Source: an optimization exercise on an open RTL-to-GDS flow (aim: a short achievable clock period and few clock cycles). Production flows keep margins and buffers that such runs may drop.
In this exercise RTL edits were held to simulation tests only and were not proved equivalent to the original.
Power is estimated from default activity; no workload was simulated.

==> design.v <==
module add12 (input [11:0] a, input [11:0] b, input cin, output [11:0] s);
    wire [11:0] p = a ^ b;
    reg [11:0] G, P;
    integer i, d;
    always @(*) begin
        G = a & b;
        P = p;
        G[0] = G[0] | (p[0] & cin);
        for (d = 1; d < 12; d = d * 2)
            for (i = 11; i >= d; i = i - 1) begin
                G[i] = G[i] | (P[i] & G[i-d]);
                P[i] = P[i] & P[i-d];
            end
    end
    assign s = p ^ {G[10:0], cin};
endmodule
module mulsel (input [11:0] a, input [11:0] r1, input [11:0] m3, input [11:0] m5,
               input [11:0] m7, output [11:0] t0, output [11:0] t1, output [11:0] t2,
               output [11:0] t3);
    function [11:0] msel(input [2:0] d, input [11:0] x1, input [11:0] x3,
                         input [11:0] x5, input [11:0] x7);
        case (d)
            3'd0: msel = 12'd0;
            3'd1: msel = x1;
            3'd2: msel = {x1[10:0], 1'b0};
            3'd3: msel = x3;
            3'd4: msel = {x1[9:0], 2'b0};
            3'd5: msel = x5;
            3'd6: msel = {x3[10:0], 1'b0};
            default: msel = x7;
        endcase
    endfunction
    assign t0 = msel(a[2:0], r1, m3, m5, m7);
    assign t1 = msel(a[5:3], r1, m3, m5, m7);
    assign t2 = msel(a[8:6], r1, m3, m5, m7);
    assign t3 = msel(a[11:9], r1, m3, m5, m7);
endmodule
module mulsum (input [11:0] t0, input [11:0] t1, input [11:0] t2, input [11:0] t3,
               input [11:0] c, output [11:0] p);
    wire [11:0] x0 = t0;
    wire [11:0] x1 = {t1[8:0], 3'b0};
    wire [11:0] x2 = {t2[5:0], 6'b0};
    wire [11:0] x3 = {t3[2:0], 9'b0};
    wire [11:0] s1 = x0 ^ x1 ^ x2;
    wire [11:0] c1 = {((x0[10:0] & x1[10:0]) | (x0[10:0] & x2[10:0]) | (x1[10:0] & x2[10:0])), 1'b0};
    wire [11:0] s2 = s1 ^ c1 ^ x3;
    wire [11:0] c2 = {((s1[10:0] & c1[10:0]) | (s1[10:0] & x3[10:0]) | (c1[10:0] & x3[10:0])), 1'b0};
    wire [11:0] s3 = s2 ^ c2 ^ c;
    wire [11:0] c3 = {((s2[10:0] & c2[10:0]) | (s2[10:0] & c[10:0]) | (c2[10:0] & c[10:0])), 1'b0};
    add12 fin (.a(s3), .b(c3), .cin(1'b0), .s(p));
endmodule
module boothpp (input [11:0] a, input [11:0] b, output [11:0] q0, output [11:0] q1,
                output [11:0] q2, output [11:0] q3, output [11:0] qn);
    function [11:0] pp(input [2:0] t, input [11:0] x);
        case (t)
            3'd1, 3'd2: pp = x;
            3'd3: pp = {x[10:0], 1'b0};
            3'd4: pp = ~{x[10:0], 1'b0};
            3'd5, 3'd6: pp = ~x;
            default: pp = 12'd0;
        endcase
    endfunction
    wire [12:0] ae = {a, 1'b0};
    wire [11:0] p0 = pp(ae[2:0], b);
    wire [11:0] p1 = {pp(ae[4:2], b), 2'b0};
    wire [11:0] p2 = {pp(ae[6:4], b), 4'b0};
    wire [11:0] p3 = {pp(ae[8:6], b), 6'b0};
    wire [11:0] p4 = {pp(ae[10:8], b), 8'b0};
    wire [11:0] p5 = {pp(ae[12:10], b), 10'b0};
    function ng(input [2:0] t); ng = t[2] & ~(t[1] & t[0]); endfunction
    assign qn = {1'b0, ng(ae[12:10]), 1'b0, ng(ae[10:8]), 1'b0, ng(ae[8:6]), 1'b0, ng(ae[6:4]),
                 1'b0, ng(ae[4:2]), 1'b0, ng(ae[2:0])};
    assign q0 = p0 ^ p1 ^ p2;
    assign q1 = {((p0[10:0] & p1[10:0]) | (p0[10:0] & p2[10:0]) | (p1[10:0] & p2[10:0])), 1'b0};
    assign q2 = p3 ^ p4 ^ p5;
    assign q3 = {((p3[10:0] & p4[10:0]) | (p3[10:0] & p5[10:0]) | (p4[10:0] & p5[10:0])), 1'b0};
endmodule
module boothsum (input [11:0] q0, input [11:0] q1, input [11:0] q2, input [11:0] q3,
                 input [11:0] qn, input [11:0] c, output [11:0] p);
    function [11:0] cs(input [11:0] x, input [11:0] y, input [11:0] z);
        cs = x ^ y ^ z;
    endfunction
    function [11:0] cc(input [11:0] x, input [11:0] y, input [11:0] z);
        cc = {((x[10:0] & y[10:0]) | (x[10:0] & z[10:0]) | (y[10:0] & z[10:0])), 1'b0};
    endfunction
    wire [11:0] s1 = cs(q0, q1, q2), c1 = cc(q0, q1, q2);
    wire [11:0] s2 = cs(q3, qn, c), c2 = cc(q3, qn, c);
    wire [11:0] s3 = cs(s1, c1, s2), c3 = cc(s1, c1, s2);
    wire [11:0] s4 = cs(s3, c3, c2), c4 = cc(s3, c3, c2);
    add12 fin (.a(s4), .b(c4), .cin(1'b0), .s(p));
endmodule
module ALU #(parameter WIDTH = 12) (ALUop, A, B, result);
input wire [2:0] ALUop;
input wire [WIDTH-1:0] A,B;
output reg [WIDTH-1:0] result;
localparam [2:0] 
clr  =  3'd0,    
pass =  3'd1,    
add  =  3'd2,    
sub  =  3'd3,    
mul  =  3'd4,    
inc  =  3'd5,    
idle =  3'd6;    
always @(*) begin
    case (ALUop)
        clr: result = {WIDTH{1'b0}};  
        pass: result = B;
        add: result = A + B;
        sub: result = A - B;
        mul: result = A * B;
        inc: result = A + 1'b1;  
        idle: result = {WIDTH{1'b0}};
        default: result = {WIDTH{1'b0}};
    endcase
end
endmodule
module Bus #(
    parameter MEM_WIDTH = 12,
    parameter INS_WIDTH = 8
) (
    input wire [3:0] selectIn,  
    input wire [MEM_WIDTH-1:0] DataMem, R, RL, RC, RP, RQ, R1, ACC,
    input wire [INS_WIDTH-1:0] IR,
    output reg [MEM_WIDTH-1:0] busOut
);
localparam  [3:0]
    DataMem_sel = 4'b0, 
    R_sel    = 4'd1,
    IR_sel   = 4'd2,
    RL_sel   = 4'd3,
    RC_sel   = 4'd4,
    RP_sel   = 4'd5,
    RQ_sel   = 4'd6,
    R1_sel   = 4'd7,
    ACC_sel   = 4'd8,
    idle     = 4'd9;
always @(*) begin
    case (selectIn)
        DataMem_sel: busOut = DataMem;
        R_sel:  busOut = R;
        IR_sel: busOut =  {{(MEM_WIDTH-INS_WIDTH){1'b0}},IR};  
        RL_sel: busOut =  RL;
        RC_sel: busOut =  RC;
        RP_sel: busOut =  RP;
        RQ_sel: busOut =  RQ;
        R1_sel: busOut =  R1;
        ACC_sel: busOut =  ACC;   
        default: busOut = {(MEM_WIDTH){1'b0}};
    endcase
end
endmodule
module Register #(
    parameter WIDTH = 12
) 
(
    input wire clock,
    input wire rst,
    input wire writeEn,
    input wire [WIDTH-1:0] dataIn,
    output wire [WIDTH-1:0] dataOut
);
reg [WIDTH-1:0] temp;
    always @(posedge clock) begin
        if (rst == 1) temp <= 0;
        else if (writeEn) temp <= dataIn;
    end
assign dataOut = temp;
endmodule
module incRegister 
#(parameter WIDTH = 12 )   
(
    input [WIDTH-1:0]dataIn,
    input writeEn,rst,clock,incEn,
    output [WIDTH-1:0]dataOut
);
reg [WIDTH-1:0]value;
always @(posedge clock) begin
    if (rst)
        value <= 0;
    else if (writeEn)
        value <= dataIn;
    else if (incEn)
        value <= value + 1'b1;
end
assign dataOut = value;
endmodule  
module isZeroReg 
#(parameter WIDTH = 12)
(
    input wire clock,
    input wire rst,
    input wire writeEn,
    input wire [WIDTH-1:0] dataIn,
    output wire dataOut
);
reg temp;
    always @(posedge clock) begin
        if (rst == 1) temp <= 1'b0;
        else if (writeEn == 1) begin
            if (dataIn == 0) temp <= 1;
            else temp <= 0;
        end
        else temp <= dataOut;
    end
assign dataOut = temp;
endmodule
module ControlUnit 
#(
    parameter INS_WIDTH = 8
)
(
    input clk,reset,start,Zout,
    input [INS_WIDTH-1:0]ins,
    output reg [2:0]aluOp,
    output reg [3:0]incReg,     
    output reg [9:0]wrEnReg,    
    output reg [3:0]busSel,
    output reg DataMemWrEn,ZWrEn,
    output done,ready
);
localparam  IDLE = 6'd0,   
            NOP1 = 6'd1,
            ENDOP1 = 6'd2,
            CLAC1 = 6'd3,
            FETCH_DELAY1 = 6'd37,      
            FETCH1 = 6'd4,
            FETCH2 = 6'd5,
            LDIAC_DELAY1 =  6'd38,      
            LDIAC1 = 6'd6,
            LDIAC2 = 6'd7,
            LDIAC_DELAY2 = 6'd39,        
            LDIAC3 = 6'd8,
            LDAC1 = 6'd9,
            LDAC_DELAY1 = 6'd40,        
            LDAC2 = 6'd10,
            STIR_DELAY1 = 6'd41,        
            STIR1 = 6'd11,
            STIR2 = 6'd12,
            STIR_DELAY2 = 6'd42,        
            STIR3 = 6'd13,
            STR1 = 6'd14,
            STR_DELAY1 = 6'd43,          
            STR2 = 6'd15,
            JUMP_DELAY1 = 6'd44,         
            JUMP1 = 6'd16,
            JUMP2 = 6'd17,
            JMPNZY_DILAY1 = 6'd45,       
            JMPNZY1 = 6'd18,
            JMPNZY2 = 6'd19,
            JMPNZN1 = 6'd20,
            JMPZY_DELAY1 = 6'd46,        
            JMPZY1 = 6'd21,
            JMPZY2 = 6'd22,
            JMPZN1 = 6'd23,
            MUL1 = 6'd24,
            ADD1 = 6'd25,
            SUB1 = 6'd26,
            INCAC1 = 6'd27,
            MV_RL_AC1 = 6'd28,
            MV_RP_AC1 = 6'd29,
            MV_RQ_AC1 = 6'd30,
            MV_RC_AC1 = 6'd31,
            MV_R_AC1 = 6'd32,
            MV_R1_AC1 = 6'd33,
            MV_AC_RP1 = 6'd34,
            MV_AC_RQ1 = 6'd35,
            MV_AC_RL1 = 6'd36;
localparam  clr_alu  =  3'd0,    
            pass_alu =  3'd1,
            add_alu  =  3'd2,
            sub_alu  =  3'd3,
            mul_alu  =  3'd4,
            inc_alu  =  3'd5,
            idle_alu =  3'd6;
localparam  DMem_bus = 4'b0,    
            R_bus    = 4'd1,
            IR_bus   = 4'd2,
            RL_bus   = 4'd3,
            RC_bus   = 4'd4,
            RP_bus   = 4'd5,
            RQ_bus   = 4'd6,
            R1_bus   = 4'd7,
            AC_bus   = 4'd8,
            idle_bus = 4'd9;
localparam    
            NOP	     =  8'd0,
            ENDOP    =	8'd1,
            CLAC     =	8'd2,
            LDIAC    =	8'd3,
            LDAC     =	8'd4,
            STR      =	8'd5,
            STIR     =	8'd6,
            JUMP     =	8'd7,
            JMPNZ    =	8'd8,
            JMPZ     =	8'd9,
            MUL	     =  8'd10,
            ADD	     =  8'd11,
            SUB	     =  8'd12,
            INCAC    =  8'd13,
            MV_RL_AC =	{4'd1,4'd15},
            MV_RP_AC =	{4'd2,4'd15},
            MV_RQ_AC =	{4'd3,4'd15},
            MV_RC_AC =	{4'd4,4'd15},
            MV_R_AC  =	{4'd5,4'd15},
            MV_R1_AC =	{4'd6,4'd15},
            MV_AC_RP =	{4'd7,4'd15},
            MV_AC_RQ =	{4'd8,4'd15},
            MV_AC_RL =	{4'd9,4'd15};
localparam [9:0]
    no_wrEn = 10'b0000000000,
    AR_wrEn = 10'b1000000000,
    R_wrEn  = 10'b0100000000,
    PC_wrEn = 10'b0010000000,
    IR_wrEn = 10'b0001000000,
    RL_wrEn = 10'b0000100000,
    RC_wrEn = 10'b0000010000,
    RP_wrEn = 10'b0000001000,
    RQ_wrEn = 10'b0000000100,
    R1_wrEn = 10'b0000000010,
    AC_wrEn = 10'b0000000001;
localparam [3:0]
    no_inc = 4'b0000,
    PC_inc = 4'b1000,
    RC_inc = 4'b0100,
    RP_inc = 4'b0010,
    RQ_inc = 4'b0001,
    RC_RP_RQ_inc = 4'b0111;
reg [5:0]currentState, nextState;
always @(posedge clk) begin
    if (reset) begin
        currentState <= IDLE;
    end
    else begin
        currentState <= nextState;
    end
end
always @(start, Zout, ins, currentState) begin
    case (currentState)    
        IDLE: begin
            aluOp <= idle_alu;
            incReg <= 4'd0;
            wrEnReg <= 10'd0;
            busSel <= idle_bus;
            DataMemWrEn <= 1'b0;
            ZWrEn <= 1'b0;
            if (start)
                nextState <= FETCH1;
            else
                nextState <= IDLE;
        end
        NOP1: begin
            aluOp <= idle_alu;
            incReg <= 4'd0;
            wrEnReg <= 10'd0;
            busSel <= idle_bus;
            DataMemWrEn <= 1'b0;
            ZWrEn <= 1'b0;
            nextState <= FETCH1;
        end
        ENDOP1: begin
            aluOp <= idle_alu;
            incReg <= 4'd0;
            wrEnReg <= 10'd0;
            busSel <= DMem_bus;
            DataMemWrEn <= 1'b0;
            ZWrEn <= 1'b0;
            nextState <= ENDOP1;
        end
        CLAC1: begin
            aluOp <= clr_alu;
            incReg <= 4'd0;
            wrEnReg <= 10'd1;
            busSel <= idle_bus;
            DataMemWrEn <= 1'b0;
            ZWrEn <= 1'b1;
            nextState <= FETCH1;
        end
        FETCH_DELAY1: begin
            aluOp <= idle_alu;
            incReg <= 4'd0;
            wrEnReg <= IR_wrEn;
            busSel <= idle_bus;
            DataMemWrEn <= 1'b0;
            ZWrEn <= 1'b0;
            nextState <= FETCH1;
        end
        FETCH1: begin
            aluOp <= idle_alu;
            incReg <= 4'd0;
            wrEnReg <= IR_wrEn;
            busSel <= idle_bus;
            DataMemWrEn <= 1'b0;
            ZWrEn <= 1'b0;
            nextState <= FETCH2;
        end
        FETCH2: begin
            aluOp <= idle_alu;
            incReg <= PC_inc;
            wrEnReg <= 10'd0;
            busSel <= 4'd0;
            DataMemWrEn <= 1'b0;
            ZWrEn <= 1'b0;
            case (ins)    
                NOP: nextState <= NOP1;
                ENDOP: nextState <= ENDOP1;
                CLAC: nextState <= CLAC1;
                LDIAC: nextState <= LDIAC_DELAY1; 
                LDAC: nextState <= LDAC1;
                STR: nextState <= STR1;
                STIR: nextState <= STIR_DELAY1;   
                JUMP: nextState <= JUMP_DELAY1;  
                JMPNZ: nextState <= (Zout == 0)? JMPNZY_DILAY1 : JMPNZN1; 
                JMPZ: nextState <= (Zout == 1)? JMPZY_DELAY1 : JMPZN1;  
                MUL: nextState <= MUL1;
                ADD: nextState <= ADD1;
                SUB: nextState <= SUB1;
                INCAC: nextState <= INCAC1;
                MV_RL_AC: nextState <= MV_RL_AC1;
                MV_RP_AC: nextState <= MV_RP_AC1;
                MV_RQ_AC: nextState <= MV_RQ_AC1;
                MV_RC_AC: nextState <= MV_RC_AC1;
                MV_R_AC: nextState <= MV_R_AC1;
                MV_R1_AC: nextState <= MV_R1_AC1;
                MV_AC_RP: nextState <= MV_AC_RP1;
                MV_AC_RQ: nextState <= MV_AC_RQ1;
                MV_AC_RL: nextState <= MV_AC_RL1;
                default : nextState <= IDLE;                    
            endcase
        end
        LDIAC_DELAY1: begin
            aluOp <= idle_alu;
            incReg <= 4'd0;
            wrEnReg <= IR_wrEn;
            busSel <= idle_bus;
            DataMemWrEn <= 1'b0;
            ZWrEn <= 1'b0;
            nextState <= LDIAC1;
        end
        LDIAC1: begin
            aluOp <= idle_alu;
            incReg <= 4'd0;
            wrEnReg <= IR_wrEn;
            busSel <= idle_bus;
            DataMemWrEn <= 1'b0;
            ZWrEn <= 1'b0;
            nextState <= LDIAC2;
        end
        LDIAC2: begin
            aluOp <= idle_alu;
            incReg <= PC_inc;
            wrEnReg <= AR_wrEn;
            busSel <= IR_bus;
            DataMemWrEn <= 1'b0;
            ZWrEn <= 1'b0;
            nextState <= LDIAC_DELAY2;
        end
        LDIAC_DELAY2: begin
            aluOp <= pass_alu;
            incReg <= no_inc;
            wrEnReg <= AC_wrEn;
            busSel <= DMem_bus;
            DataMemWrEn <= 1'b0;
            ZWrEn <= 1'b1;
            nextState <= LDIAC3;
        end
        LDIAC3: begin
            aluOp <= pass_alu;
            incReg <= no_inc;
            wrEnReg <= AC_wrEn;
            busSel <= DMem_bus;
            DataMemWrEn <= 1'b0;
            ZWrEn <= 1'b1;
            nextState <= FETCH_DELAY1;
        end
        LDAC1: begin
            aluOp <= idle_alu;
            incReg <= no_inc;
            wrEnReg <= AR_wrEn;
            busSel <= AC_bus;
            DataMemWrEn <= 1'b0;
            ZWrEn <= 1'b0;
            nextState <= LDAC_DELAY1;
        end
        LDAC_DELAY1: begin
            aluOp <= pass_alu;
            incReg <= no_inc;
            wrEnReg <= AC_wrEn;
            busSel <= DMem_bus;
            DataMemWrEn <= 1'b0;
            ZWrEn <= 1'b1;
            nextState <= LDAC2;
        end
        LDAC2: begin
            aluOp <= pass_alu;
            incReg <= no_inc;
            wrEnReg <= AC_wrEn;
            busSel <= DMem_bus;
            DataMemWrEn <= 1'b0;
            ZWrEn <= 1'b1;
            nextState <= FETCH_DELAY1;
        end
        STR1: begin
            aluOp <= idle_alu;
            incReg <= no_inc;
            wrEnReg <= AR_wrEn;
            busSel <= AC_bus;
            DataMemWrEn <= 1'b0;
            ZWrEn <= 1'b0;
            nextState <= STR_DELAY1;
        end
        STR_DELAY1: begin
            aluOp <= idle_alu;
            incReg <= no_inc;
            wrEnReg <= no_wrEn;
            busSel <= idle_bus;
            DataMemWrEn <= 1'b1;
            ZWrEn <= 1'b0;
            nextState <= STR2;
        end
        STR2: begin
            aluOp <= idle_alu;
            incReg <= no_inc;
            wrEnReg <= no_wrEn;
            busSel <= idle_bus;
            DataMemWrEn <= 1'b1;
            ZWrEn <= 1'b0;
            nextState <= FETCH1;
        end
        STIR_DELAY1: begin
            aluOp <= idle_alu;
            incReg <= no_inc;
            wrEnReg <= IR_wrEn;
            busSel <= idle_bus;
            DataMemWrEn <= 1'b0;
            ZWrEn <= 1'b0;
            nextState <= STIR1;
        end
        STIR1: begin
            aluOp <= idle_alu;
            incReg <= no_inc;
            wrEnReg <= IR_wrEn;
            busSel <= idle_bus;
            DataMemWrEn <= 1'b0;
            ZWrEn <= 1'b0;
            nextState <= STIR2;
        end
        STIR2: begin
            aluOp <= idle_alu;
            incReg <= PC_inc;
            wrEnReg <= AR_wrEn;
            busSel <= IR_bus;
            DataMemWrEn <= 1'b0;
            ZWrEn <= 1'b0;
            nextState <= STIR_DELAY2;
        end
        STIR_DELAY2: begin
            aluOp <= idle_alu;
            incReg <= no_inc;
            wrEnReg <= no_wrEn;
            busSel <= idle_bus;
            DataMemWrEn <= 1'b1;
            ZWrEn <= 1'b0;
            nextState <= STIR3;
        end
        STIR3: begin
            aluOp <= idle_alu;
            incReg <= no_inc;
            wrEnReg <= no_wrEn;
            busSel <= idle_bus;
            DataMemWrEn <= 1'b1;
            ZWrEn <= 1'b0;
            nextState <= FETCH_DELAY1;
        end
        JUMP_DELAY1: begin
            aluOp <= idle_alu;
            incReg <= 4'd0;
            wrEnReg <= IR_wrEn;
            busSel <= 4'd0;
            DataMemWrEn <= 1'b0;
            ZWrEn <= 1'b0;
            nextState <= JUMP1;
        end
        JUMP1: begin
            aluOp <= idle_alu;
            incReg <= 4'd0;
            wrEnReg <= IR_wrEn;
            busSel <= 4'd0;
            DataMemWrEn <= 1'b0;
            ZWrEn <= 1'b0;
            nextState <= JUMP2;
        end
        JUMP2: begin
            aluOp <= idle_alu;
            incReg <= 4'd0;
            wrEnReg <= PC_wrEn;
            busSel <= IR_bus;
            DataMemWrEn <= 1'b0;
            ZWrEn <= 1'b0;
            nextState <= FETCH_DELAY1;
        end
        JMPNZY_DILAY1: begin
            aluOp <= idle_alu;
            incReg <= 4'd0;
            wrEnReg <= IR_wrEn;
            busSel <= 4'd0;
            DataMemWrEn <= 1'b0;
            ZWrEn <= 1'b0;
            nextState <= JMPNZY1;
        end
        JMPNZY1: begin
            aluOp <= idle_alu;
            incReg <= 4'd0;
            wrEnReg <= IR_wrEn;
            busSel <= 4'd0;
            DataMemWrEn <= 1'b0;
            ZWrEn <= 1'b0;
            nextState <= JMPNZY2;
        end
        JMPNZY2: begin
            aluOp <= idle_alu;
            incReg <= 4'd0;
            wrEnReg <= PC_wrEn;
            busSel <= IR_bus;
            DataMemWrEn <= 1'b0;
            ZWrEn <= 1'b0;
            nextState <= FETCH_DELAY1;
        end
        JMPNZN1: begin
            aluOp <= idle_alu;
            incReg <= PC_inc;
            wrEnReg <= no_wrEn;
            busSel <= idle_bus;
            DataMemWrEn <= 1'b0;
            ZWrEn <= 1'b0;
            nextState <= FETCH_DELAY1;
        end
        JMPZY_DELAY1: begin
            aluOp <= idle_alu;
            incReg <= 4'd0;
            wrEnReg <= IR_wrEn;
            busSel <= 4'd0;
            DataMemWrEn <= 1'b0;
            ZWrEn <= 1'b0;
            nextState <= JMPZY1;
        end
        JMPZY1: begin
            aluOp <= idle_alu;
            incReg <= 4'd0;
            wrEnReg <= IR_wrEn;
            busSel <= 4'd0;
            DataMemWrEn <= 1'b0;
            ZWrEn <= 1'b0;
            nextState <= JMPZY2;
        end
        JMPZY2: begin
            aluOp <= idle_alu;
            incReg <= 4'd0;
            wrEnReg <= PC_wrEn;
            busSel <= IR_bus;
            DataMemWrEn <= 1'b0;
            ZWrEn <= 1'b0;
            nextState <= FETCH_DELAY1;
        end
        JMPZN1: begin
            aluOp <= idle_alu;
            incReg <= PC_inc;
            wrEnReg <= no_wrEn;
            busSel <= idle_bus;
            DataMemWrEn <= 1'b0;
            ZWrEn <= 1'b0;
            nextState <= FETCH_DELAY1;
        end
        MUL1: begin
            aluOp <= mul_alu;
            incReg <= RC_RP_RQ_inc;
            wrEnReg <= AC_wrEn;
            busSel <= R1_bus;
            DataMemWrEn <= 1'b0;
            ZWrEn <= 1'b1;
            nextState <= FETCH_DELAY1;
        end
        ADD1: begin
            aluOp <= add_alu;
            incReg <= no_inc;
            wrEnReg <= AC_wrEn;
            busSel <= R_bus;
            DataMemWrEn <= 1'b0;
            ZWrEn <= 1'b1;
            nextState <= FETCH_DELAY1;
        end
        SUB1: begin
            aluOp <= sub_alu;
            incReg <= no_inc;
            wrEnReg <= AC_wrEn;
            busSel <= RC_bus;
            DataMemWrEn <= 1'b0;
            ZWrEn <= 1'b1;
            nextState <= FETCH_DELAY1;
        end
        INCAC1: begin
            aluOp <= inc_alu;
            incReg <= no_inc;
            wrEnReg <= AC_wrEn;
            busSel <= idle_bus;
            DataMemWrEn <= 1'b0;
            ZWrEn <= 1'b1;
            nextState <= FETCH_DELAY1;
        end
        MV_RL_AC1: begin
            aluOp <= idle_alu;
            incReg <= no_inc;
            wrEnReg <= RL_wrEn;
            busSel <= AC_bus;
            DataMemWrEn <= 1'b0;
            ZWrEn <= 1'b0;
            nextState <= FETCH_DELAY1;
        end
        MV_RP_AC1: begin
            aluOp <= idle_alu;
            incReg <= no_inc;
            wrEnReg <= RP_wrEn;
            busSel <= AC_bus;
            DataMemWrEn <= 1'b0;
            ZWrEn <= 1'b0;
            nextState <= FETCH_DELAY1;
        end
        MV_RQ_AC1: begin
            aluOp <= idle_alu;
            incReg <= no_inc;
            wrEnReg <= RQ_wrEn;
            busSel <= AC_bus;
            DataMemWrEn <= 1'b0;
            ZWrEn <= 1'b0;
            nextState <= FETCH_DELAY1;
        end
        MV_RC_AC1: begin
            aluOp <= idle_alu;
            incReg <= no_inc;
            wrEnReg <= RC_wrEn;
            busSel <= AC_bus;
            DataMemWrEn <= 1'b0;
            ZWrEn <= 1'b0;
            nextState <= FETCH_DELAY1;
        end
        MV_R_AC1: begin
            aluOp <= idle_alu;
            incReg <= no_inc;
            wrEnReg <= R_wrEn;
            busSel <= AC_bus;
            DataMemWrEn <= 1'b0;
            ZWrEn <= 1'b0;
            nextState <= FETCH_DELAY1;
        end
        MV_R1_AC1: begin
            aluOp <= idle_alu;
            incReg <= no_inc;
            wrEnReg <= R1_wrEn;
            busSel <= AC_bus;
            DataMemWrEn <= 1'b0;
            ZWrEn <= 1'b0;
            nextState <= FETCH_DELAY1;
        end
        MV_AC_RP1: begin
            aluOp <= pass_alu;
            incReg <= no_inc;
            wrEnReg <= AC_wrEn;
            busSel <= RP_bus;
            DataMemWrEn <= 1'b0;
            ZWrEn <= 1'b1;
            nextState <= FETCH_DELAY1;
        end
        MV_AC_RQ1: begin
            aluOp <= pass_alu;
            incReg <= no_inc;
            wrEnReg <= AC_wrEn;
            busSel <= RQ_bus;
            DataMemWrEn <= 1'b0;
            ZWrEn <= 1'b1;
            nextState <= FETCH_DELAY1;
        end
        MV_AC_RL1: begin
            aluOp <= pass_alu;
            incReg <= no_inc;
            wrEnReg <= AC_wrEn;
            busSel <= RL_bus;
            DataMemWrEn <= 1'b0;
            ZWrEn <= 1'b1;
            nextState <= FETCH_DELAY1;
        end
        default : begin
            aluOp <= idle_alu;
            incReg <= 4'd0;
            wrEnReg <= 10'd0;
            busSel <= 4'd0;
            DataMemWrEn <= 1'b0;
            ZWrEn <= 1'b0;
            nextState <= IDLE;
        end            
    endcase
end
assign done = (currentState == ENDOP1)?1'b1:1'b0;
assign ready = (currentState == IDLE)? 1'b1:1'b0;
endmodule  
module Processor #(
    parameter MEM_WIDTH = 12,
    parameter INS_WIDTH = 8,
    parameter MEM_ADDR = 12,
    parameter INS_ADDR = 8
) (
    input wire clock,reset,start,
    input wire [MEM_WIDTH-1:0] fromDataMem,
    input wire [INS_WIDTH-1:0] fromInsMem,
    output wire [MEM_WIDTH-1:0] toDataMem,
    output wire [MEM_ADDR-1:0] MemAddr,
    output wire [INS_ADDR-1:0] InsAddr,
    output wire DataMemoryWriteEnable,
    output wire done,ready
);
wire [MEM_WIDTH-1:0] aluA, aluB, aluOUT;
wire [2:0] aluOP;
wire [3:0] busSel;
wire [MEM_WIDTH-1:0] busOut;
wire [INS_WIDTH-1:0] IRout;
wire [MEM_WIDTH-1:0] Rout, RLout, RCout, RPout, RQout, R1out, ACCout;
wire Zout, ZWrEn;
wire [3:0]  incReg;     
wire [9:0]  wrEnReg;    
ControlUnit #(.INS_WIDTH(INS_WIDTH)) controlUnit(
    .clk(clock), .reset(reset), .start(start), 
    .Zout(Zout), 
    .ins(IRout), 
    .aluOp(aluOP), 
    .incReg(incReg), 
    .wrEnReg(wrEnReg), 
    .busSel(busSel), 
    .DataMemWrEn(DataMemoryWriteEnable), 
    .ZWrEn(ZWrEn), 
    .done(done), .ready(ready)
    );
ALU #(.WIDTH(MEM_WIDTH)) alu(
    .A(aluA), .B(aluB), 
    .ALUop(aluOP), 
    .result(aluOUT)
    );
Bus #(.MEM_WIDTH(MEM_WIDTH), .INS_WIDTH(INS_WIDTH)) bus(
    .selectIn(busSel), 
    .DataMem(fromDataMem), 
    .R(Rout), .RL(RLout), .RC(RCout), .RP(RPout), .RQ(RQout), .R1(R1out), 
    .ACC(ACCout), .IR(IRout), 
    .busOut(busOut)
    );
Register #(.WIDTH(MEM_WIDTH)) AR(
    .dataIn(busOut), 
    .writeEn(wrEnReg[9]), .rst(reset), .clock(clock),
    .dataOut(MemAddr)
    );
Register #(.WIDTH(MEM_WIDTH)) R(
    .dataIn(busOut),
    .writeEn(wrEnReg[8]), .rst(reset), .clock(clock),
    .dataOut(Rout)
    );
incRegister #(.WIDTH(INS_WIDTH)) PC(
    .dataIn(IRout), 
    .writeEn(wrEnReg[7]), .rst(reset), .clock(clock), 
    .incEn(incReg[3]), 
    .dataOut(InsAddr)
    );
Register #(.WIDTH(INS_WIDTH)) IR(
    .dataIn(fromInsMem), 
    .writeEn(wrEnReg[6]), .rst(reset), .clock(clock),
    .dataOut(IRout)
    );    
Register #(.WIDTH(MEM_WIDTH)) RL(
    .dataIn(busOut), 
    .writeEn(wrEnReg[5]), .rst(reset), .clock(clock),
    .dataOut(RLout)
    );
incRegister #(.WIDTH(MEM_WIDTH)) RC(
    .dataIn(busOut), 
    .writeEn(wrEnReg[4]), .rst(reset), .clock(clock), 
    .incEn(incReg[2]), 
    .dataOut(RCout)
    );
incRegister #(.WIDTH(MEM_WIDTH)) RP(
    .dataIn(busOut), 
    .writeEn(wrEnReg[3]), .rst(reset), .clock(clock),
    .incEn(incReg[1]), 
    .dataOut(RPout)
    );
incRegister #(.WIDTH(MEM_WIDTH)) RQ(
    .dataIn(busOut), 
    .writeEn(wrEnReg[2]), .rst(reset), .clock(clock), 
    .incEn(incReg[0]), 
    .dataOut(RQout)
    );
Register #(.WIDTH(MEM_WIDTH)) R1(
    .dataIn(busOut), 
    .writeEn(wrEnReg[1]), .rst(reset), .clock(clock), 
    .dataOut(R1out)
    );
Register #(.WIDTH(MEM_WIDTH)) ACC(
    .dataIn(aluOUT), 
    .writeEn(wrEnReg[0]), .rst(reset), .clock(clock), 
    .dataOut(ACCout)
    );
isZeroReg #(.WIDTH(MEM_WIDTH)) Z(
    .dataIn(aluOUT), 
    .clock(clock), .rst(reset), .writeEn(ZWrEn), 
    .dataOut(Zout)
    );
assign toDataMem = Rout;
assign aluA = ACCout;
assign aluB = busOut;
endmodule
module MultiCore #(
    parameter CORE_COUNT = 3,
    parameter MEM_WIDTH = 12,
    parameter INS_WIDTH = 8,
    parameter MEM_ADDR = 11,
    parameter INS_ADDR = 8
)
(
    input clock,reset,start,
    input [MEM_WIDTH*CORE_COUNT-1:0] ProcessorDataIn,
    input [INS_WIDTH-1:0] InsMemOut,
    output [MEM_WIDTH*CORE_COUNT-1:0] ProcessorDataOut,
    output [INS_ADDR-1:0] InsAddr,
    output [MEM_ADDR-1:0] MemAddr,
    output DataMemoryWriteEnable, ready, done
);
localparam [7:0]
    NOP = 8'h00, ENDOP = 8'h01, CLAC = 8'h02, LDIAC = 8'h03, LDAC = 8'h04,
    STR = 8'h05, STIR = 8'h06, JUMP = 8'h07, JMPNZ = 8'h08, JMPZ = 8'h09,
    MUL = 8'h0a, ADD = 8'h0b, SUB = 8'h0c, INCAC = 8'h0d,
    MV_RL_AC = 8'h1f, MV_RP_AC = 8'h2f, MV_RQ_AC = 8'h3f, MV_RC_AC = 8'h4f,
    MV_R_AC = 8'h5f, MV_R1_AC = 8'h6f, MV_AC_RP = 8'h7f, MV_AC_RQ = 8'h8f,
    MV_AC_RL = 8'h9f;
function is2 (input [7:0] o); is2 = (o == LDIAC) | (o == STIR) | (o == JUMP) | (o == JMPNZ) | (o == JMPZ); endfunction
function isW (input [7:0] o); isW = (o == MV_RL_AC) | (o == MV_RP_AC) | (o == MV_RQ_AC) | (o == MV_RC_AC) | (o == MV_R_AC) | (o == MV_R1_AC); endfunction
function isA (input [7:0] o); isA = (o == CLAC) | (o == MV_AC_RP) | (o == MV_AC_RQ) | (o == MV_AC_RL); endfunction
function isF (input [7:0] o); isF = (o == MUL) | (o == ADD) | (o == SUB) | (o == INCAC); endfunction
function isL (input [7:0] o); isL = (o == LDIAC) | (o == LDAC); endfunction
function isS (input [7:0] o); isS = (o == STR) | (o == STIR); endfunction
function isCB(input [7:0] o); isCB = (o == JMPNZ) | (o == JMPZ); endfunction
function isN (input [7:0] o); isN = ~(is2(o) | isW(o) | isA(o) | isF(o) | isL(o) | isS(o) | (o == ENDOP)); endfunction
function slowL(input [7:0] o); slowL = (o == ADD) | (o == SUB) | (o == INCAC) | (o == LDAC) | (o == STR) | isCB(o); endfunction
function slowM(input [7:0] o); slowM = slowL(o) | (o == MUL); endfunction
function wconf(input [7:0] a, input [7:0] b);
    case (a)
        MV_RL_AC: wconf = (b == MV_AC_RL) | (b == MV_RL_AC);
        MV_RP_AC: wconf = (b == MUL) | (b == MV_AC_RP) | (b == MV_RP_AC);
        MV_RQ_AC: wconf = (b == MUL) | (b == MV_AC_RQ) | (b == MV_RQ_AC);
        MV_RC_AC: wconf = (b == MUL) | (b == SUB) | (b == MV_RC_AC);
        MV_R_AC:  wconf = (b == ADD) | (b == STR) | (b == STIR) | (b == MV_R_AC);
        default:  wconf = (b == MUL) | (b == MV_R1_AC);
    endcase
endfunction
function triple(input [7:0] a, input [7:0] b, input [7:0] c);
    triple = ~is2(a) & ~isL(a) & ~isS(a) & isA(b) & pairable(a, b) &
             ((c == LDAC) | ((c == STR) & (a != MV_R_AC)));
endfunction
function quad(input [7:0] a, input [7:0] b, input [7:0] c, input [7:0] d);
    quad = ~is2(a) & (isW(a) | isN(a)) & isA(b) & pairable(a, b) &
           ((c == ADD) | (c == SUB) | (c == INCAC)) & ~wconf(a, c) & isCB(d);
endfunction
function pairable(input [7:0] a, input [7:0] b);
    if (b == JUMP) pairable = ~((a == ENDOP) | isCB(a) | (a == JUMP));
    else if ((a == ENDOP) | isCB(a) | (a == JUMP) | isL(a)) pairable = 1'b0;
    else if (isW(a)) pairable = ~wconf(a, b);
    else if (isA(a)) pairable = (b != MUL);
    else if (isS(a)) pairable = ~(isL(b) | isS(b));
    else if (a == MUL) pairable = (b == ADD) | isN(b) | (b == STIR) | (b == ENDOP);
    else if (isF(a)) pairable = isN(b) | isW(b) | (b == ENDOP) | (b == STIR) | (b == LDIAC) | isA(b) | isCB(b);
    else pairable = 1'b1;    
endfunction
reg run, rdy, dn;
reg LP;               
reg zv;               
reg [7:0] icd [0:63];
reg [1:0] ict [0:63];
reg [63:0] icv;       
reg [63:0] icl;       
reg [63:0] icj;       
reg [63:0] icc;       
reg [63:0] icp;       
reg [63:0] icq, ics;  
reg [63:0] icr;       
reg [7:0] hA1, hA2, hA3, hA4, hB1, hB2, hB3, hB4;    
reg hv1, hv2, hv3, hv4;
reg [7:0] FP;         
reg [7:0] FA1;        
reg fv1;
reg [7:0] PC;
reg [1:0] bht [0:15];   
reg G0v, G1v;
reg GslowL, GslowM, Gmul, Gst, GsK, GsAC, GsRP, GsRQ, GsRL;
reg [7:0] Gk;
reg [5:0] X0W, X1W;           
reg [2:0] X0S, X1S;           
reg X0A, X1A, X0F, X1F, XMAC, XF1, XFA, XADD, XSUB, XINC;
reg XQ;                       
reg Xld, Xend, Xr1, Xzv;
reg Xbr, Xbnz, Xbp;           
reg [7:0] Xtgt, Xft;         
reg [3:0] Xbpc;
reg [7:0] XZ;                 
wire [7:0] p1 = PC + 8'd1, p2 = PC + 8'd2, p3 = PC + 8'd3, p4 = PC + 8'd4, p5 = PC + 8'd5;
wire [5:0] i0 = PC[5:0], i1 = p1[5:0], i2 = p2[5:0], i3 = p3[5:0];
wire [5:0] i4 = p4[5:0];
wire [7:0] w0 = icd[i0], w1 = icd[i1], w2 = icd[i2], w3 = icd[i3], w4 = icd[i4];
wire v4 = icv[i4] & (ict[i4] == p4[7:6]);
wire v0 = icv[i0] & (ict[i0] == PC[7:6]);
wire v1 = icv[i1] & (ict[i1] == p1[7:6]);
wire v2 = icv[i2] & (ict[i2] == p2[7:6]);
wire v3 = icv[i3] & (ict[i3] == p3[7:6]);
wire l0 = icl[i0];
wire [7:0] op1 = l0 ? w2 : w1;
wire [7:0] k1 = l0 ? w3 : w2;
wire vop1 = l0 ? v2 : v1;
wire vk1 = l0 ? v3 : v2;
wire l1 = l0 ? icl[i2] : icl[i1];
wire j1 = l0 ? icj[i2] : icj[i1];
wire c1 = l0 ? icc[i2] : icc[i1];
wire ok0 = v0 & (~l0 | v1);
wire ok1 = ok0 & vop1 & (~l1 | vk1);
wire [7:0] pc1 = l0 ? p2 : p1;
wire [7:0] pc1n = l0 ? p4 : p3;           
wire pred0 = icj[i0] | (icc[i0] & bht[PC[3:0]][1]);
wire bh1 = bht[p1[3:0]][1], bh2 = bht[p2[3:0]][1];    
wire pred1 = j1 | (c1 & (l0 ? bh2 : bh1));
wire pair = icp[i0];                       
wire tq = icq[i0], ts = ics[i0];           
wire trip = tq | ts;
wire qd = icr[i0];                         
wire pred3 = bht[p3[3:0]][1];
wire issue = ok0 & (~pair | ok1) & (~trip | v2) & (~qd | (v2 & v3 & v4));
reg [7:0] ng;
always @(*) begin
    if (pred0) ng = w1;
    else if (!pair) ng = l0 ? p2 : p1;
    else if (trip) ng = p3;
    else if (qd) ng = pred3 ? w4 : p5;
    else if (pred1) ng = k1;
    else case ({l0, l1})
        2'b00: ng = p2;
        2'b11: ng = p4;
        default: ng = p3;
    endcase
end
wire fm1 = pair & (isL(op1) | isS(op1));      
wire [7:0] fmop = fm1 ? op1 : w0;
wire fsK = (fmop == LDIAC) | (fmop == STIR);
wire fa0 = fm1 & isA(w0);
wire fslowL = slowL(w0) | (pair & ~isA(w0) & (w0 != MUL) & slowL(op1));
wire fslowM = slowM(w0) | (pair & ~isA(w0) & (w0 != MUL) & slowM(op1));
wire fmul = (w0 == MUL) | (pair & (op1 == MUL));
wire fst = isS(w0) | (pair & isS(op1)) | ts;
function [5:0] wsel(input [7:0] o);
    wsel = {o == MV_RL_AC, o == MV_R_AC, o == MV_R1_AC, o == MV_RC_AC, o == MV_RP_AC, o == MV_RQ_AC};
endfunction
function [2:0] ssel(input [7:0] o);
    ssel = {o == MV_AC_RP, o == MV_AC_RQ, o == MV_AC_RL};
endfunction
wire s1 = pair & ~pred0;
wire fmac = s1 & (w0 == MUL) & (op1 == ADD);
wire ff1 = s1 & isF(op1);
wire [7:0] ffop = qd ? w2 : ff1 ? op1 : w0;
wire fbr1 = s1 & isCB(op1);
reg [7:0] fZ;
always @(*) begin
    fZ = 8'b00000001;
    if (fbr1) case (w0)
        CLAC: fZ = 8'b00000010;
        MV_AC_RP: fZ = 8'b00000100;
        MV_AC_RQ: fZ = 8'b00001000;
        MV_AC_RL: fZ = 8'b00010000;
        ADD: fZ = 8'b00100000;
        SUB: fZ = 8'b01000000;
        INCAC: fZ = 8'b10000000;
        default: fZ = 8'b00000001;
    endcase
end
wire miss = run & ~(v0 & v1 & v2 & v3);
wire [7:0] M = ~v0 ? PC : ~v1 ? p1 : ~v2 ? p2 : p3;
reg missq;
reg [7:0] Mq, FA2;
reg fv2;
wire redirect_fp = missq & ~(fv1 & (FA1 == Mq)) & ~(fv2 & (FA2 == Mq)) & (FP != Mq);
wire [7:0] fdist = FP - PC;
wire fp_adv = redirect_fp | (fdist < 8'd16);
wire g0 = run & G0v;
wire g1 = run & G1v;
wire a0A = X0A;
reg macp;             
wire hazard = run & G0v & ((LP & GslowL) | (macp & GslowM));
wire ex = run & ~hazard;
wire e0 = ex & G0v;
wire e1 = ex & G1v;
wire [11:0] AC0, RP0, RQ0, RL0, R0, RC0, AA0;
wire Zbase = zv & (AC0 == 12'd0);
wire Zb = (XZ[0] & Zbase) | XZ[1] | (XZ[2] & (RP0 == 12'd0)) | (XZ[3] & (RQ0 == 12'd0)) |
          (XZ[4] & (RL0 == 12'd0)) | (XZ[5] & ((AA0 ^ R0) == {AA0[10:0] | R0[10:0], 1'b0})) |
          (XZ[6] & (AA0 == RC0)) | (XZ[7] & (AA0 == 12'hfff));
wire bex = e0 & Xbr;
wire bact = Xbnz ? ~Zb : Zb;
wire bpred = Xbp;
wire mis = bex & (bact != bpred);
wire [7:0] balt = Xbp ? Xft : Xtgt;
wire [3:0] bpc = Xbpc;
wire endx = e0 & Xend;
wire ldx = e0 & Xld;
wire stx = run & G0v & Gst & ~hazard;
wire mac = XMAC;
wire fa = XFA;                                
integer bi;
always @(posedge clock) begin
    if (reset) begin
        run <= 1'b0; rdy <= 1'b1; dn <= 1'b0; LP <= 1'b0; zv <= 1'b0; macp <= 1'b0;
        icv <= 64'd0; icp <= 64'd0; icq <= 64'd0; ics <= 64'd0; icr <= 64'd0; hv4 <= 1'b0; hv1 <= 1'b0; hv2 <= 1'b0; hv3 <= 1'b0; FP <= 8'd0; FA1 <= 8'd0; fv1 <= 1'b0; missq <= 1'b0; Mq <= 8'd0; FA2 <= 8'd0; fv2 <= 1'b0;
        PC <= 8'd0;
        G0v <= 1'b0; G1v <= 1'b0;
        GslowL <= 1'b0; GslowM <= 1'b0; Gmul <= 1'b0; Gst <= 1'b0; GsK <= 1'b0; GsAC <= 1'b0; GsRP <= 1'b0;
        GsRQ <= 1'b0; GsRL <= 1'b0; Gk <= 8'd0; 
        for (bi = 0; bi < 16; bi = bi + 1) bht[bi] <= 2'b10;
    end else begin
        if (fv1) begin
            icd[FA1[5:0]] <= InsMemOut; ict[FA1[5:0]] <= FA1[7:6]; icv[FA1[5:0]] <= 1'b1;
            icl[FA1[5:0]] <= is2(InsMemOut); icj[FA1[5:0]] <= (InsMemOut == JUMP); icc[FA1[5:0]] <= isCB(InsMemOut);
            hA1 <= FA1; hB1 <= InsMemOut; hA2 <= hA1; hB2 <= hB1; hA3 <= hA2; hB3 <= hB2; hA4 <= hA3; hB4 <= hB3;
        end
        hv1 <= fv1; hv2 <= hv1 & fv1; hv3 <= hv2 & fv1; hv4 <= hv3 & fv1;
        if (hv1 & hv2 & hv3 & hv4 & (hA2 == hA1 - 8'd1) & (hA3 == hA1 - 8'd2) & (hA4 == hA1 - 8'd3))
            icr[hA4[5:0]] <= quad(hB4, hB3, hB2, hB1);
        if (hv1 & hv2 & (hA2 == hA1 - 8'd1) & ~is2(hB2)) icp[hA2[5:0]] <= pairable(hB2, hB1);
        if (hv1 & hv2 & hv3 & (hA2 == hA1 - 8'd1) & (hA3 == hA1 - 8'd2) & is2(hB3)) icp[hA3[5:0]] <= pairable(hB3, hB1);
        if (hv1 & hv2 & hv3 & (hA2 == hA1 - 8'd1) & (hA3 == hA1 - 8'd2)) begin
            icq[hA3[5:0]] <= triple(hB3, hB2, hB1) & (hB1 == LDAC);
            ics[hA3[5:0]] <= triple(hB3, hB2, hB1) & (hB1 == STR);
        end
        if (fv1) begin icp[FA1[5:0]] <= 1'b0; icq[FA1[5:0]] <= 1'b0; ics[FA1[5:0]] <= 1'b0; icr[FA1[5:0]] <= 1'b0; end
        FA1 <= FP;
        fv1 <= 1'b1;
        if (fp_adv) FP <= redirect_fp ? Mq : FP + 8'd1;
        missq <= miss; Mq <= M; FA2 <= FA1; fv2 <= fv1;
        if (rdy & start) begin rdy <= 1'b0; run <= 1'b1; end
        if (endx) begin run <= 1'b0; dn <= 1'b1; end
        LP <= ldx;
        macp <= e0 & Gmul;
        if (LP | (e0 & Xzv)) zv <= 1'b1;
        if (bex) begin
            if (bact & (bht[bpc] != 2'b11)) bht[bpc] <= bht[bpc] + 2'd1;
            if (~bact & (bht[bpc] != 2'b00)) bht[bpc] <= bht[bpc] - 2'd1;
        end
        if (run) begin
            if (mis) begin
                PC <= balt;
                G0v <= 1'b0; G1v <= 1'b0;
            end else if (!hazard) begin
                G0v <= issue & ~endx;
                G1v <= issue & pair & ~pred0 & ~endx;
                if (issue) PC <= ng;
            end
            if (!hazard) begin
                GslowL <= fslowL; GslowM <= fslowM; Gmul <= fmul; Gst <= fst;
                GsK <= fsK & ~trip; GsAC <= ~fsK & ~fa0 & ~trip;
                GsRP <= trip ? (op1 == MV_AC_RP) : (~fsK & fa0 & (w0 == MV_AC_RP));
                GsRQ <= trip ? (op1 == MV_AC_RQ) : (~fsK & fa0 & (w0 == MV_AC_RQ));
                GsRL <= trip ? (op1 == MV_AC_RL) : (~fsK & fa0 & (w0 == MV_AC_RL));
                Gk <= fm1 ? k1 : w1;
                X0W <= wsel(w0); X1W <= wsel(op1); X0S <= ssel(w0); X1S <= ssel(op1);
                X0A <= isA(w0); X1A <= isA(op1);
                X0F <= isF(w0) & (w0 != MUL); X1F <= isF(op1) & (op1 != MUL) & ~fmac;
                XMAC <= fmac; XF1 <= ff1; XFA <= ff1 & isA(w0); XQ <= qd;
                XADD <= (ffop == ADD); XSUB <= (ffop == SUB); XINC <= (ffop == INCAC);
                Xld <= isL(w0) | (s1 & isL(op1)) | tq;
                Xend <= (w0 == ENDOP) | (s1 & (op1 == ENDOP));
                Xr1 <= (w0 == MV_R1_AC) | (s1 & (op1 == MV_R1_AC));
                Xzv <= isA(w0) | isF(w0) | (s1 & (isA(op1) | isF(op1)));
                Xbr <= isCB(w0) | fbr1 | qd;
                Xbnz <= qd ? (w3 == JMPNZ) : fbr1 ? (op1 == JMPNZ) : (w0 == JMPNZ);
                Xbp <= qd ? pred3 : fbr1 ? pred1 : pred0;
                Xtgt <= qd ? w4 : fbr1 ? k1 : w1;
                Xft <= qd ? p5 : fbr1 ? pc1n : p2;
                Xbpc <= qd ? p3[3:0] : fbr1 ? pc1[3:0] : PC[3:0];
                XZ <= qd ? ((w2 == ADD) ? 8'b00100000 : (w2 == SUB) ? 8'b01000000 : 8'b10000000) : fZ;
            end
        end
    end
end
genvar i;
generate
    for (i = 0; i < CORE_COUNT; i = i + 1) begin : lane
        reg [11:0] AC, R, RL, RC, RP, RQ, R1;
        wire [11:0] DI = ProcessorDataIn[12*i +: 12];
        wire [11:0] macres;
        wire [11:0] ACc = LP ? DI : macp ? macres : AC;
        wire [11:0] src0 = ({12{X0S[2]}} & RP) | ({12{X0S[1]}} & RQ) | ({12{X0S[0]}} & RL);
        wire [11:0] src1 = ({12{X1S[2]}} & RP) | ({12{X1S[1]}} & RQ) | ({12{X1S[0]}} & RL);
        wire [11:0] aa = ({12{fa}} & src0) | ({12{XQ}} & src1) | ({12{~fa & ~XQ}} & AC);
        wire [11:0] sum, dif, inc;
        wire [11:0] t0n, t1n, t2n, t3n, tnn;
        reg [11:0] T0, T1, T2, T3, TN, TC;
        wire [11:0] ACm = LP ? DI : AC;
        boothpp ms (.a(ACm), .b(R1), .q0(t0n), .q1(t1n), .q2(t2n), .q3(t3n), .qn(tnn));
        boothsum mm (.q0(T0), .q1(T1), .q2(T2), .q3(T3), .qn(TN), .c(TC), .p(macres));
        add12 aa_ (.a(aa), .b(R), .cin(1'b0), .s(sum));
        add12 as_ (.a(aa), .b(~RC), .cin(1'b1), .s(dif));
        add12 ai_ (.a(aa), .b(12'd0), .cin(1'b1), .s(inc));
        wire [11:0] fres = ({12{XADD}} & sum) | ({12{XSUB}} & dif) | ({12{XINC}} & inc);
        wire [11:0] v1 = a0A ? src0 : X0F ? fres : ACc;
        wire w1AC = e1 & (X1A | X1F);
        wire w0AC = e0 & (X0A | X0F);
        wire incr = e0 & Gmul;
        always @(posedge clock) begin
            if (incr) begin
                T0 <= t0n; T1 <= t1n; T2 <= t2n; T3 <= t3n; TN <= tnn; TC <= mac ? R : 12'd0;
            end
            if (reset) begin
                AC <= 12'd0; R <= 12'd0; RL <= 12'd0; RC <= 12'd0;
                RP <= 12'd0; RQ <= 12'd0; R1 <= 12'd0;
            end else begin
                if (e0 & XQ) AC <= fres;
                else if (w1AC) AC <= X1A ? src1 : fres;
                else if (w0AC) AC <= X0A ? src0 : fres;
                else if (LP) AC <= DI;
                else if (macp) AC <= macres;
                if (e1 & X1W[5]) RL <= v1; else if (e0 & X0W[5]) RL <= ACc;
                if (e1 & X1W[4]) R <= v1; else if (e0 & X0W[4]) R <= ACc;
                if (e1 & X1W[3]) R1 <= v1; else if (e0 & X0W[3]) R1 <= ACc;
                if (e1 & X1W[2]) RC <= v1; else if (e0 & X0W[2]) RC <= ACc;
                else if (incr) RC <= RC + 12'd1;
                if (e1 & X1W[1]) RP <= v1; else if (e0 & X0W[1]) RP <= ACc;
                else if (incr) RP <= RP + 12'd1;
                if (e1 & X1W[0]) RQ <= v1; else if (e0 & X0W[0]) RQ <= ACc;
                else if (incr) RQ <= RQ + 12'd1;
            end
        end
        assign ProcessorDataOut[12*i +: 12] = R;
    end
endgenerate
assign AC0 = lane[0].AC;
assign RP0 = lane[0].RP;
assign RQ0 = lane[0].RQ;
assign RL0 = lane[0].RL;
assign R0 = lane[0].R;
assign RC0 = lane[0].RC;
assign AA0 = lane[0].aa;
assign MemAddr = ({11{GsK}} & {3'd0, Gk}) | ({11{GsAC}} & AC0[10:0]) | ({11{GsRP}} & RP0[10:0]) |
                 ({11{GsRQ}} & RQ0[10:0]) | ({11{GsRL}} & RL0[10:0]);
assign DataMemoryWriteEnable = stx;
assign InsAddr = FP;
assign ready = rdy;
assign done = dn;
endmodule
==> config.mk <==
export PLATFORM = sky130hd
export DESIGN_NAME = MultiCore
export DESIGN_NICKNAME = MultiCore
export VERILOG_FILES = /design/flow/design.v
export SDC_FILE = /design/flow/constraint.sdc
export NUM_CORES = 4
export LEC_CHECK = 0
export CAP_MARGIN = 20
export CORE_MARGIN = 2
export CORE_UTILIZATION = 30
export PLACE_DENSITY = 0.45
export SETUP_SLACK_MARGIN = 5
export SLEW_MARGIN = 20
==> run.sh <==
#!/bin/bash
# synth_recipe.tcl (not shown) runs the flow's synth.tcl, then flattens the netlist and writes it again
# the make line also repeats each setting of config.mk as NAME=value (left out here)
make -C /OpenROAD-flow-scripts/flow DESIGN_CONFIG=/design/flow/config.mk WORK_HOME=/design/flow/orfs CLKGATE_MAP_FILE= SYNTH_SCRIPT=/design/flow/synth_recipe.tcl finish
==> constraint.sdc <==
create_clock -name core_clock -period 9.0 [get_ports {clock}]
set_input_delay 1.8000 -clock core_clock [delete_from_list [all_inputs] [get_ports {clock}]]
set_output_delay 1.8000 -clock core_clock [all_outputs]
set_load 0.01 [all_outputs]
==> run notes <==
[cell usage in the layout, fill, tap and decap left out, types with 104 or more instances in the layout]
cell	instances
a21oi_2	104
nand4_1	131
mux2i_1	245
a211oi_1	159
buf_6	214
nand2_1	1263
nor2_1	813
buf_4	812
buf_12	108
nor3_1	124
xor2_1	128
nand3_1	227
a22o_1	183
edfxtp_1	1133
mux4_2	1199
inv_1	237
ha_1	178
dfxtp_1	610
o21ai_0	534
xnor2_1	299
a21oi_1	521
clkbuf_16	242
[cell usage after synthesis, drive strengths merged (131+ instances only)]
library cell / count
o21ai: 724
nand2: 1372
nand3: 242
xnor2: 350
xor2: 138
buf: 357
mux2i: 292
a211oi: 220
a22o: 183
a21oi: 648
nor2: 976
inv: 278
dfxtp: 653
nor3: 175
nand4: 131
edfxtp: 1133
mux4: 1222
ha: 218
clkbuf: 654
[worst max-delay path by stage]
| stage | end | depth (start not counted) | slack, ns |
|---|---|---|---|
| global route | bht[0][0] | 18 | 4.04 |
| global placement | flop | 16 | 1.92 |
| floorplan | PC[2] | 36 | 3.46 |
| finish | bht[8][0] | 18 | 4.11 |
| CTS | bht[8][0] | 19 | 4.27 |
| detailed placement | flop | 16 | 1.75 |
[per-stage QoR]
stage / setup WS [ns] / hold slack (ns)
after floorplan: 3.459 / 0.4244
after global placement: 1.918 / 0.4423
after detailed placement: 1.749 / 0.4454
after CTS: 4.274 / 0.4528
after global routing: 4.038 / 0.4642
final: 4.108 / 0.4466
[worst max-delay path: cells and delay by family, from the launching register on]
family / cells / cell delay [ns]
flip-flops: 1 / 0.53
adder cells (fa/ha/maj): 1 / 0.22
buffers and inverters: 4 / 0.68
AND/OR/NAND/NOR: 7 / 1.29
AO/OA/AOI/OAI: 4 / 1.47
XOR/XNOR: 2 / 0.37
[flip-flops by register name, indices dropped and copies added (netlist names), 64 cells and up, named ones only]
signal  flops
icc        64
icd       512
icj        64
icl        64
icp        64
icq        64
icr        64
ics        64
ict       128
icv        64
[power groups by stage]
stage	clock, mW	sequential [mW]	combinational, mW
floorplan	0	9.08	2.16
detailed placement	0	9.20	3.30
CTS	9.58	9.00	4.04
global placement	0	9.20	3.28
finish	9.48	9.00	4.40
global route	9.87	9.01	4.51
[per-layer routing]
metal  vias up  GRT usage (%)
met1     57550          35.74
met3      1852          6.974
met2      8113          42.49
met4        12          16.41
met5         -              0
li1      46230              -
[cell families (layout without fill, tap and decap cells)]
family,Yosys count,in the layout,share of synthesized area [%]
simple gates,3460,3464,12.32
compound gates,2684,2684,13.87
flops,1786,1786,37.35
mux,1582,1582,24.84
buf+inv,1300,2081,4.613
xor+xnor,488,488,3.408
fa+ha+maj,309,309,3.601
other cells,0,13,0
[final cells by class]
type | instances | area [um2] | share of cell area [%]
sequential | 1786 | 47190 | 29.77
clock buffer | 295 | 6150 | 3.879
timing repair inverter | 2 | 17.52 | 0.01105
timing repair buffer | 1377 | 15450 | 9.745
clock inverter | 118 | 1315 | 0.8295
tap | 5520 | 6907 | 4.357
multi-input combinational | 8527 | 80270 | 50.64
inverter | 289 | 1195 | 0.7538
antenna | 13 | 32.53 | 0.02052
[what timing repair did]
item | in CTS | in global routing
cloned | 75 | 15
resized for setup | 1388 | 658
endpoints found under the setup margin | 901 | 784
pin swaps | 436 | 341
setup buffers | 582 | 230
==> impl_metrics.toml <==
[routing]
wl_met1_um = 232300
dr.max_layer_used = "met5"
firstDrtPassIters = 9
wl_met3_um = 69970
vias_per_cell = 6.346
post_drt_wl_per_cell_um = 34.56
initialDrtViolationCount = 16070
drc_errors = 0
wirelength_um = 619500
ant_nets = 0
routed-via-count = 113800
wl_met2_um = 271200

[sta]
clock_skew_ns = 0.09180
max_freq_ghz = 0.2044
worst_pin_slew_ns = 1.283
timing_hold_violations_final = 0
maxSlewViolCount = 0
setup_violations = 0
rsz0062_at_grt = "yes"
layout_min_cycle_time_ns = 4.892
fin_tns_setup_ns = 0
period_share_pct = 54.36
slew_headroom_pct = 13.54

[power_and_ir_drop]
power.switching_mw = 6.974
total_power_mw = 22.89
leakage_nw = 51.96
ir_drop_uv = 159.2
intPower_mw = 15.91
pwr-share-seq_pct = 39.3
pwr-share-clk_pct = 41.4
powerDensity_nw_per_um2 = 144.4
p_comb_share_pct = 19.2
swShare_pct = 30.47

[setup_path]
reg2reg_to = "bht[8][0]"
crit_path_max_fanout = 8
crit_type = "flop to flop"
end_kind = "flop"
crit_required_ns = 9.65
r2r_slack_ns = 4.11
slowest_stage = "edfxtp_1"
r2r_start = "X1S[1]"
reg2regPathDepth = 18
crit_arrival_ns = 5.54
cpPeakStageDelay_ns = 0.53
cp-start-kind = "flop"
crit_start = "X1S[1]"
cp_cell_sequence = "buf_12 -> a222oi_1 -> nor2_1 -> a221o_2 -> inv_2 -> ha_4 -> xnor2_4 -> nor4_4 -> nand4_1 -> nor4_2 -> a211oi_2 -> xnor2_2 -> buf_4 -> a2111o_1 -> buf_6 -> nor3_4 -> nand2_1 -> nand2_2"

[cts]
clock_sink_count = 1786
clk_pin_slew_ns = 0.07
htree_levels = 4
clock_path_buffers = 4
root_buffer = "clkbuf_16"
cts_hold_buffers = 0
cts_tree = "done"
numCtsBuffers = 223
clk_latency_ns = 1.01

[synthesis]
synth_cells = 11610
synthTopCellsByArea = "edfxtp_1, mux4_2, dfxtp_1, nand2_1, nor2_1"
yosysWarnings = 4
yosys.area.top_type_share_pct = 26.99
synth_seq_area_share_pct = 37.35
synth_edf_count = 1133
synth-seq-cells = 1786
yosysTopAreaCell = "edfxtp_1"
async_flop_share_pct = 0
avgSynthCellArea_um2 = 10.86
syn_area_um2 = 126100
ys.flop_type = "edfxtp_1"
synth.distinct_cells = 102
syn_nets = 11960

[global_route]
grt_pass1_wl_um = 855900
grt_max_degree = 175
grt-ovfl-total = 0
grt_pass1_vias = 108300
antenna_found_initial = 21
grt_use_total_pct = 27.86

[min_path]
hold_end = "ics[63]"
worstHoldStart = "ics[63]"
hold_class = "flop to flop"
whs_path_depth = 2

[die]
ioPinCount = 105
core_area_um2 = 419300
die_x_um = 652.3
std_cell_rows = 238
die-height_um = 652.3
die_area_um2 = 425500
initial_utilization_pct = 30.07

[finish]
design_area_um2 = 158500
fin_util_pct = 37.81
drive_above_1_share_pct = 33.41
area_growth_pct = 25.74
final_cells = 17930
fillers = 40240
nets = 12560

[place]
place_area_um2 = 133400
place_congestion = 0.9456
io_buffers = 104
place_inst = 16600
dpl.hpwl_um = 388800

[run]
drv_cap = 0

[status]
status = "no timing/DRC/antenna violations"
Testbench counts, summed over its fixed seeds: cycles 21,662.

-- afterwards: timing with drivers on the ports --
In the flow no input, the clock included, has a driving cell. The finished layout below was timed again as built, in two steps. Step 1: set_driving_cell puts a clkbuf_16 on clock and a buf_2 on each other input, an assumption about the parent block. Step 2 times the ports against the registers' clock, not the clock port: input delays grow and output delays shrink by t, the midpoint of the rising clock arrivals with the driver on. Three values: no drivers, after step 1, after step 2; two values: the first two.
t, ns: 1.075
slack for setup (ns): 4.108 / 4.108 / 3.927
cell pins on the clock port's net: 1
After both steps setup and hold are still met in this run. The setup slack of this run moves by 0.000 ns with the drivers and by -0.181 ns with both steps.
